This is an optimization exercise on Yosys and OpenROAD, whose aim is small area and a short achievable clock period, not a production implementation. In this exercise RTL edits were held to simulation tests only and were not proved equivalent to the original. No activity file was given, so power comes from the tool's default toggle rates.

[flow/constraint.sdc]
create_clock -name core_clock -period 17.0 [get_ports {CLK}]
set_input_delay 3.4000 -clock core_clock [delete_from_list [all_inputs] [get_ports {CLK}]]
set_output_delay 3.4000 -clock core_clock [all_outputs]
set_load 0.01 [all_outputs]
[flow/design.v]
module MUX #(parameter WIDTH =32) (
input        wire       [WIDTH-1:0]      In1,
input        wire       [WIDTH-1:0]      In2,
input        wire                        sel,
output       wire       [WIDTH-1:0]      out
);
assign out = (sel==1'b0) ? In1 : In2 ;
endmodule
module Adder #(parameter WIDTH =32) (
input        wire       [WIDTH-1:0]      A,
input        wire       [WIDTH-1:0]      B,
output       wire       [WIDTH-1:0]      C
);
assign C = A+B;
endmodule
module shift_left_twice #(parameter WIDTH =32) (
input        wire       [WIDTH-1:0]      IN,
output       wire       [WIDTH-1:0]      OUT
);
assign OUT = (IN << 2);
endmodule
module Sign_Extend #(parameter WIDTH = 32, parameter Imm_Size = 16)
(
input    wire     [Imm_Size-1:0]     Imm,
output   reg     [WIDTH-1:0]        SignImm
);
always @(*) 
begin
    if (Imm[Imm_Size-1]) 
    begin
        SignImm = {{(WIDTH-Imm_Size){1'b1}},Imm};
    end else 
    begin
        SignImm = {{(WIDTH-Imm_Size){1'b0}},Imm};
    end
end 
endmodule
module Program_Counter #(parameter WIDTH = 32 ) (
input   wire                      CLK ,
input   wire                      RST ,
input	wire	[WIDTH-1:0]		  PC_in,
output  reg     [WIDTH-1:0]		  PC
);
always @(posedge CLK or negedge RST) 
begin
  if (!RST) 
  begin
    PC <= 'b0;
  end else 
  begin
    PC <= PC_in;
  end  
end
endmodule
module Register_File #(parameter WIDTH =32, parameter DEPTH =100, parameter REG_ADDR=5) ( 
input	wire	[REG_ADDR-1:0]		A1,
input	wire	[REG_ADDR-1:0]		A2,
input	wire	[REG_ADDR-1:0]		A3,
input	wire	[WIDTH-1:0]			WD3,
input	wire						WE3,
input                               CLK,RST,
output  wire    [WIDTH-1:0]         RD1,RD2
);
reg     [WIDTH-1:0]     Reg_File    [0:DEPTH-1];
integer j;
always @(posedge CLK or negedge RST ) 
begin
    if (!RST) 
    begin
        for (j=0 ; j<=(DEPTH-1) ; j=j+1 ) 
        begin
            Reg_File[j] <= 'b0 ;
        end
    end else if (WE3) 
    begin
        Reg_File[A3] <= WD3 ;
    end  
end
assign RD1 = Reg_File[A1] ;
assign RD2 = Reg_File[A2] ;
endmodule
module ALU #(parameter WIDTH = 32)
(
input	wire	[WIDTH-1:0]		SrcA,
input	wire	[WIDTH-1:0]		SrcB,
input	wire	[2:0]			ALUControl,
output	reg		[WIDTH-1:0]		ALUResult,
output	wire					Zero
);
always @(*)
begin
	case (ALUControl)
    3'b000:begin
        ALUResult = SrcA & SrcB;
    end
    3'b001 : begin
		ALUResult = SrcA | SrcB ;
    end
    3'b010 : begin
		ALUResult = SrcA + SrcB ;
	end
	3'b100 : begin
		ALUResult = SrcA - SrcB ;
	end
    3'b101 : begin
	    ALUResult = SrcA * SrcB ;
	end
	3'b110 : begin
	    if (SrcA < SrcB) begin
            ALUResult = 'b1;
        end else begin
            ALUResult = 'b0;
        end
    end
	default : begin
		ALUResult = 'b0 ;
	end
	endcase
end
assign Zero = ( ALUResult == 'b0 ) ;
endmodule
module ALU_Decoder #(parameter Funct_size = 6 ) (
input   wire     [Funct_size-1:0]   Funct,
input   wire     [1:0]              ALUOp,
output  reg      [2:0]              ALUControl
);
always @(*) 
begin
    case (ALUOp)
        2'b00:
        begin
            ALUControl = 3'b010; 
        end
        2'b01:
        begin
            ALUControl = 3'b100;
        end
        2'b10:
        begin
            case (Funct)
                'b10_0000:     
                begin
                    ALUControl = 3'b010;
                end
                'b10_0010:     
                begin
                    ALUControl = 3'b100;
                end
                'b10_1010:     
                begin
                    ALUControl = 3'b110;
                end
                'b01_1100:     
                begin
                    ALUControl = 3'b101;
                end
                default: 
                begin
                    ALUControl = 3'b010;
                end
            endcase
        end
        2'b11 : 	
	    begin
		    ALUControl = 3'b010 ;
	    end
        default: 
        begin
            ALUControl = 3'b010;
        end 
    endcase
end 
endmodule
module Main_Decoder (
input   wire    [5:0]    Opcode,
output  reg                 Jump, MemtoReg, MemWrite ,Branch ,ALUSrc ,RegDst ,RegWrite,
output  reg     [1:0]    ALUOp
);
always @(*) 
begin
    case (Opcode)
    6'b10_0011:      
    begin
        Jump = 1'b0;
        ALUOp = 2'b00;
        MemWrite = 1'b0;
        RegWrite = 1'b1;
        RegDst = 1'b0;
        ALUSrc = 1'b1;
        MemtoReg = 1'b1;
        Branch = 1'b0;
    end
    6'b10_1011:      
    begin
        Jump = 1'b0;
        ALUOp = 2'b00;
        MemWrite = 1'b1;
        RegWrite = 1'b0;
        RegDst = 1'b0;
        ALUSrc = 1'b1;
        MemtoReg = 1'b1;
        Branch = 1'b0;
    end
    6'b00_0000 :      
    begin
        Jump = 1'b0;
        ALUOp = 2'b10;
        MemWrite = 1'b0;
        RegWrite = 1'b1;
        RegDst = 1'b1;
        ALUSrc = 1'b0;
        MemtoReg = 1'b0;
        Branch = 1'b0;
    end
    6'b00_1000 :      
    begin
        Jump = 1'b0;
        ALUOp = 2'b00;
        MemWrite = 1'b0;
        RegWrite = 1'b1;
        RegDst = 1'b0;
        ALUSrc = 1'b1;
        MemtoReg = 1'b0;
        Branch = 1'b0;
    end
    6'b00_0100 :      
    begin
        Jump = 1'b0;
        ALUOp = 2'b01;
        MemWrite = 1'b0;
        RegWrite = 1'b0;
        RegDst = 1'b0;
        ALUSrc = 1'b0;
        MemtoReg = 1'b0;
        Branch = 1'b1;
    end
    6'b00_0010:      
    begin
        Jump = 1'b1;
        ALUOp = 2'b00;
        MemWrite = 1'b0;
        RegWrite = 1'b0;
        RegDst = 1'b0;
        ALUSrc = 1'b0;
        MemtoReg = 1'b0;
        Branch = 1'b0;
    end
    default:            
    begin
        Jump = 1'b0;
        ALUOp = 2'b00;
        MemWrite = 1'b0;
        RegWrite = 1'b0;
        RegDst = 1'b0;
        ALUSrc = 1'b0;
        MemtoReg = 1'b0;
        Branch = 1'b0;
    end
endcase
end
endmodule
module Control_Unit (
input wire [5:0] Funct,
input wire [5:0] Opcode,
input wire       Zero,
output wire [2:0] ALUControl,
output wire       Jump,
output wire       PCSrc,
output wire       MemtoReg,
output wire       ALUSrc,
output wire       RegDst,
output wire       RegWrite,
output wire       MemWrite
);
wire [1:0] ALUOp;
wire       Branch;
ALU_Decoder U1 (
.ALUControl(ALUControl),
.ALUOp(ALUOp),
.Funct(Funct)
);
Main_Decoder U2 (
.Jump(Jump),
.MemtoReg(MemtoReg),
.MemWrite(MemWrite),
.Branch(Branch),
.ALUSrc(ALUSrc),
.RegDst(RegDst),
.RegWrite(RegWrite),
.ALUOp(ALUOp),
.Opcode(Opcode)
);
assign PCSrc = Zero & Branch;
endmodule
module Datapath #(
    parameter  WIDTH = 32,
    parameter  DEPTH = 100,
    parameter  IMMEDIATE_size = 16,
    parameter  REG_ADDR_size = 5,
    parameter Target_Addr_size = 26) 
(
input wire                  CLK,
input wire                  RST,
input wire                  Jump,
input wire  [2:0]           ALUControl,
input wire                  PCSrc,
input wire                  MemtoReg,
input wire                  ALUSrc,
input wire                  RegDst,
input wire                  RegWrite,
input wire  [WIDTH-1:0]     ReadData,
input wire  [REG_ADDR_size-1:0]           Rs_Addr,
input wire  [REG_ADDR_size-1:0]           Rt_Addr,
input wire	[REG_ADDR_size-1:0]		      Rd_Addr,
input wire  [IMMEDIATE_size-1:0]          Immediate_value,
input wire	[Target_Addr_size-1:0]	      Target_addr,    
output wire                 Zero,
output wire [WIDTH-1:0]     PC,
output wire [WIDTH-1:0]     ALUOut_ALUResult,
output wire [WIDTH-1:0]     WriteData
);
wire	[REG_ADDR_size-1:0]	    WriteReg ;
wire	[WIDTH-1:0]			    Result ;
wire	[WIDTH-1:0]			    SrcA ;
wire	[WIDTH-1:0]			    SrcB ;	
wire	[WIDTH-1:0]			    SignImm ;	
wire	[WIDTH-1:0]			    shift_left_out1 ;
wire	[Target_Addr_size+1:0]	shift_left_out2 ;
wire	[WIDTH-1:0]			    PCBranch ;
wire	[WIDTH-1:0]			    PCPlus4 ;
wire	[WIDTH-1:0]			    PC_in ;
wire	[WIDTH-1:0]			    PC_in_mux_out ;
wire    [WIDTH-1:0]             PCJump;
Register_File #(.WIDTH(WIDTH), .DEPTH(1 << REG_ADDR_size), .REG_ADDR(REG_ADDR_size))	Register_File_U1
(
.A1(Rs_Addr),
.A2(Rt_Addr),
.A3(WriteReg),
.WD3(Result),
.WE3(RegWrite),
.CLK(CLK),
.RST(RST),
.RD1(SrcA),
.RD2(WriteData)
);
MUX #(.WIDTH(WIDTH))	ALU_SrcB_MUX_U1
(
.In1(WriteData),
.In2(SignImm),
.sel(ALUSrc),
.out(SrcB)
);
MUX #(.WIDTH(REG_ADDR_size))	WriteReg_MUX_U2 
(
.In1(Rt_Addr),
.In2(Rd_Addr),
.sel(RegDst),
.out(WriteReg)
);
ALU #(.WIDTH(WIDTH))    ALU_U1 
(
.SrcA(SrcA),
.SrcB(SrcB),
.ALUControl(ALUControl),
.ALUResult(ALUOut_ALUResult),
.Zero(Zero)
);
MUX #(.WIDTH(WIDTH))	Result_MUX_U3 
(
.In1(ALUOut_ALUResult),
.In2(ReadData),
.sel(MemtoReg),
.out(Result)
);
Sign_Extend #(.WIDTH(WIDTH), .Imm_Size(IMMEDIATE_size))	Sign_Extend_U1 
(
.Imm(Immediate_value),
.SignImm(SignImm)
);
shift_left_twice #(.WIDTH(WIDTH))	shift_left_SignImm_U1
(
.IN(SignImm),
.OUT(shift_left_out1)
);
Adder #(.WIDTH(WIDTH))			PCBranch_Adder_U1
(
.A(shift_left_out1),
.B(PCPlus4),
.C(PCBranch)
);
shift_left_twice #(.WIDTH(Target_Addr_size+2))	shift_left_Target_addr_U1
(
.IN({2'b00,Target_addr}),
.OUT(shift_left_out2)
);
Adder #(.WIDTH(WIDTH))			PCPlus4_Adder_U1
(
.A(PC),
.B(32'd4),
.C(PCPlus4)
);
Program_Counter #(.WIDTH(WIDTH))	PC_U1
(
.PC_in(PC_in),
.CLK(CLK),
.RST(RST),
.PC(PC)
);
MUX #(.WIDTH(WIDTH))	PC_in_MUX_stage1_U1 
(
.In1(PCPlus4),
.In2(PCBranch),
.sel(PCSrc),
.out(PC_in_mux_out)
);
assign PCJump={PCPlus4[31:28],shift_left_out2[27:0]};
MUX #(.WIDTH(WIDTH))	PC_in_MUX_stage2_U1 
(
.In1(PC_in_mux_out),
.In2(PCJump),
.sel(Jump),
.out(PC_in)
);
endmodule
module MIPS #(
    parameter  WIDTH = 32,
    parameter  DEPTH = 100,
    parameter  IMMEDIATE_size = 16,
    parameter  REG_ADDR_size = 5,
    parameter Target_Addr_size = 26)  
(
input       wire        CLK,RST,
output      wire [WIDTH-1:0] PC,
input       wire [WIDTH-1:0] Instr,
output      wire [WIDTH-1:0] ALUOut,
output      wire [WIDTH-1:0] WriteData,
output      wire             MemWrite,
input       wire [WIDTH-1:0] ReadData
);
wire						Jump;
wire	[2:0]				ALUControl ;
wire                        Zero ;
wire                        PCSrc ;
wire                        MemtoReg ;
wire                        ALUSrc ;
wire                        RegDst ;
wire                        RegWrite ;
Control_Unit 	Control_Unit_U1
(
.Funct(Instr[5:0]),
.Opcode(Instr[31:26]),
.Zero(Zero),
.ALUControl(ALUControl),
.Jump(Jump),
.PCSrc(PCSrc),
.MemtoReg(MemtoReg),
.ALUSrc(ALUSrc),
.RegDst(RegDst),
.RegWrite(RegWrite),
.MemWrite(MemWrite)
);
Datapath #(.WIDTH(WIDTH), .DEPTH(DEPTH), .IMMEDIATE_size(IMMEDIATE_size), .REG_ADDR_size(REG_ADDR_size), .Target_Addr_size(Target_Addr_size) )		Datapath_U1
(
.CLK(CLK),
.RST(RST),
.Jump(Jump),
.ALUControl(ALUControl),
.PCSrc(PCSrc),
.MemtoReg(MemtoReg),
.ALUSrc(ALUSrc),
.RegDst(RegDst),
.RegWrite(RegWrite),
.ReadData(ReadData),
.Rs_Addr(Instr[25:21]),
.Rt_Addr(Instr[20:16]),
.Rd_Addr(Instr[15:11]),
.Immediate_value(Instr[15:0]),
.Target_addr(Instr[25:0]),    
.Zero(Zero),
.PC(PC),
.ALUOut_ALUResult(ALUOut),
.WriteData(WriteData)
);
endmodule
[flow/config.mk]
export PLATFORM = sky130hd
export DESIGN_NAME = MIPS
export DESIGN_NICKNAME = MIPS
export VERILOG_FILES = /design/flow/design.v
export SDC_FILE = /design/flow/constraint.sdc
export NUM_CORES = 8
export LEC_CHECK = 0
export CAP_MARGIN = 20
export CORE_MARGIN = 2
export CORE_UTILIZATION = 40
export SETUP_SLACK_MARGIN = 0.5
export SLEW_MARGIN = 20
[flow/run.sh]
#!/bin/bash
# synth_recipe.tcl (not shown) runs the flow's synth.tcl, then flattens the netlist and writes it again
# the make line also repeats each setting of config.mk as NAME=value (left out here)
make -C /OpenROAD-flow-scripts/flow DESIGN_CONFIG=/design/flow/config.mk WORK_HOME=/design/flow/orfs CLKGATE_MAP_FILE= SYNTH_SCRIPT=/design/flow/synth_recipe.tcl finish
==> notes.md <==
Status -> complete, no violations
Synth Flop Type -> dfrtp_1
Max Root-Sink Buffers -> 3
Area delta synth->final -> 27.18%
R2R Path Start -> Datapath_U1.Register_File_U1.Reg_File[30][7]$_DFFE_PN0P_
Setup ws final -> 183.6 ps
Number of flops mapped to enable cells by yosys -> 0
Core area -> 0.1878 mm²
CTS Root Cell -> clkbuf_16
Critical Path RT -> 13600 ps
Placed cells -> 12170
WHS Endpoint -> Datapath_U1.Register_File_U1.Reg_File[11][28]$_DFFE_PN0P_
Final hold vios -> 0
Final setup viols -> 0
TritonCTS Buffers -> 119
Drt total wl -> 467800 µm
Post-layout min period -> 16820 ps
Worst hold slack -> 501.9 ps
Crit end category -> output port
Grt total ovfl -> 0
Delay of the slowest cell on the worst path -> 560 ps
Post-synth cell types -> 97
RSZ-0062 raised after global routing -> true
Slew HR -> 12.94%
Antenna violations before repair -> 47
Reg-to-reg slack, setup -> 3150 ps
Initial Utilization -> 40.28%
Clock latency on the worst-skew pair -> 810 ps
Std cell rows -> 159
Hold path startpoint -> Datapath_U1.Register_File_U1.Reg_File[11][28]$_DFFE_PN0P_
Final worst-path cycle share -> 98.92%
Die Ht -> 438.9 µm
Fmax -> 59.47 MHz
H-tree lvl count -> 3
CP Class -> in2out
First-pass DRT Iterations -> 30
Filler-free cell count of the finished design -> 12540
Vias in the first global route -> 78710
Mapped Cells -> 9060
Die ar. -> 0.1926 mm²
Gr usage total -> 47.74%
GP Congestion -> 1.106
Clock Skew -> 76.86 ps
Seq cells post-synth -> 1054
Pin count of the biggest net entering global routing -> 163
Yosys warns -> 7
Hold path depth -> 2
Max-cap viol count -> 0
Syn Std Cell Area -> 0.07564 mm²
CP max stage cell -> fa_1
Reg-to-Reg End -> Datapath_U1.PC_U1.PC[16]$_DFF_PN0_
Routed length per instance -> 37.31 µm
Pwr Density -> 69.26 mW/mm²
CP startpoint kind -> primary input
Share of layout cells above drive strength 1 -> 19.65%
Place WS -> -1111 ps
Antenna-violating nets left -> 0
Fillers -> 17970
Leak -> 45.40 nW
Peak supply drop -> 94.28 µV
Hold buffers post-CTS -> 0
Final Max Slew Viols -> 0
Crit path arrival time -> 13420 ps
Reg2Reg Depth -> 67
DRC -> 0
Synth Area per Inst -> 8.349 µm²
Io pins -> 163
Power Total -> 6.662 mW
DRT iter0 DRCs -> 13300
Worst-path clk slew -> 60 ps
Most frequent CP cell -> fa_1
Part of the Yosys area used for sequential elements -> 34.87%
CTS tree -> built
Post-DP HPWL -> 349200 µm
Path type of the worst min-delay path -> reg2reg
Sink Count -> 1054
Asr flop ratio synth -> 100.0%
NumNets Final -> 10610
Worst Path Max Fanout -> 14
Chip Width -> 438.9 µm
Via count -> 82580
Global-route wire length before repair -> 643100 µm
Worst Max-Slew Pin Slew -> 1303 ps
Number of port buffers -> 160
Drt via density -> 6.588
-- state kept, by name, indices dropped and copies added (netlist names) --
| name | count |
|---|---|
| Datapath_U1.PC_U1.PC | 30 |
| Datapath_U1.Register_File_U1.Reg_File | 1024 |
-- synth_stat cells (30+ instances only) --
| library cell | count | area share [%] |
|---|---|---|
| nand2_1 | 1395 | 6.9 |
| o21ai_0 | 1094 | 7.2 |
| dfrtp_1 | 1054 | 35 |
| clkbuf_1 | 640 | 3.2 |
| inv_1 | 629 | 3.1 |
| nand3_1 | 585 | 3.9 |
| nor2_1 | 552 | 2.7 |
| and3_1 | 466 | 3.9 |
| fa_1 | 411 | 11 |
| a22oi_1 | 304 | 3.0 |
| nand4_1 | 243 | 2.0 |
| ha_1 | 219 | 3.6 |
| a21oi_1 | 161 | 1.1 |
| a2111oi_0 | 130 | 1.5 |
| xnor2_1 | 102 | 1.2 |
| nor3_1 | 59 | 0.39 |
| nor4_1 | 58 | 0.48 |
| buf_2 | 57 | 0.38 |
| a221oi_1 | 50 | 0.58 |
| a31oi_1 | 46 | 0.38 |
| a21o_1 | 42 | 0.42 |
| buf_1 | 41 | 0.20 |
| mux2_2 | 39 | 0.58 |
| nor2b_1 | 34 | 0.28 |
| mux2i_1 | 30 | 0.40 |
| or3_1 | 30 | 0.25 |
-- layer usage --
metal | vias to the layer above | global-route usage (%) | wire length, µm
li1 | 33340 | - | -
met1 | 40640 | 61.79 | 175800
met2 | 6662 | 67.30 | 187600
met3 | 1909 | 15.37 | 61910
met4 | 32 | 33.24 | 42130
met5 | - | 0 | 270
-- placed cells by master, fill, tap and decap left out, drive strengths merged, types with 163 or more instances in the layout --
| master | n |
|---|---|
| buf | 1327 |
| dfrtp | 1054 |
| nand4 | 243 |
| and3 | 466 |
| a21oi | 163 |
| o21ai | 1110 |
| a22oi | 304 |
| ha | 219 |
| inv | 639 |
| nand3 | 585 |
| nor2 | 552 |
| fa | 411 |
| clkbuf | 168 |
| nand2 | 1395 |
-- kinds of logic after synthesis --
family	count (synthesis)	share of synthesized area, %
AND/OR/NAND/NOR	3594	22.52
flip-flops	1054	34.87
buffers and inverters	1403	7.101
AO/OA/AOI/OAI	2169	18.18
other	1	0.004958
multiplexers	72	1.022
XOR/XNOR	137	1.806
adder cells (fa/ha/maj)	630	14.50
-- cell type report --
class / count / area [µm²] / area share, %
diodes: 23 / 57.56 / 0.05983
clock buffers: 168 / 3415 / 3.549
clock inverters: 54 / 714.4 / 0.7427
inverters: 659 / 2502 / 2.601
multi-input cells: 6605 / 46030 / 47.85
flip-flops and latches: 1054 / 26380 / 27.42
well taps: 2495 / 3122 / 3.245
repair buffers: 1478 / 13980 / 14.54
-- worst max path at each step --
stage               from         end  slack (ps)  cells past startpoint
6_report       Instr[24]  ALUOut[31]         180                     46
5_1_grt        Instr[23]  ALUOut[31]          30                     45
4_1_cts        Instr[24]  ALUOut[31]         410                     48
3_5_place_dp   Instr[23]  ALUOut[31]       -1110                     43
3_3_place_gp   Instr[23]  ALUOut[31]       -1140                     43
2_1_floorplan  Instr[18]  ALUOut[31]         880                     37
-- what timing repair did --
action,4_1_cts,5_1_grt
cloned,3,0
pin swaps,82,44
setup buffers,109,7
resized for setup,316,85
endpoints found under the setup margin,16,44
-- power breakdown --
part           switching [mW]  leakage, nW  internal, mW  total (mW)
Clock                    1.19         2.02          1.60        2.79
Combinational           0.797         28.7         0.439        1.24
Sequential             0.0687         14.6          2.57        2.64
Total                    2.06         45.4          4.61        6.66
-- worst max-delay path: cells and delay by family --
family	cells	cell delay, ps
compound gates	12	2690
buf+inv	17	2300
xor+xnor	1	130
fa+ha+maj	9	3900
simple gates	7	910
-- per-stage QoR --
step	util, %	TNS [ps]	area (µm²)
final	51.22	0	96200
after global placement	47.53	-3153	89260
after floorplan	-	0	75650
after global routing	51.20	0	96150
after CTS	50.93	0	95650
after detailed placement	47.54	-3415	89280

## static timing again, ports no longer ideal
No port has a modelled driver above. Below, the same layout with a new extraction and two added sets of constraints.
Step 1 assumes that a clkbuf_16 drives the clock port and a buf_2 every other input.
Step 2 adds t to the input delays and takes it off the output delays; t is the mean of the earliest and latest rising clock arrival at the registers after step 1. Input paths then give back, and output paths get back, about the clock's delay inside the block.
a / b / c = no drivers / after step 1 / after step 2; a / b = the first two.
t, ns: 0.859
setup WS [ns]: 0.184 / 0.149 / -0.340
hold slack, ns: 0.502 / 0.502 / 0.502
cell pins on the clock port's net: 1
Met with ideal ports but missed after step 2: setup timing in this run. For this run, drivers alone change the setup slack by -0.035 ns; drivers and shift together by -0.524 ns.
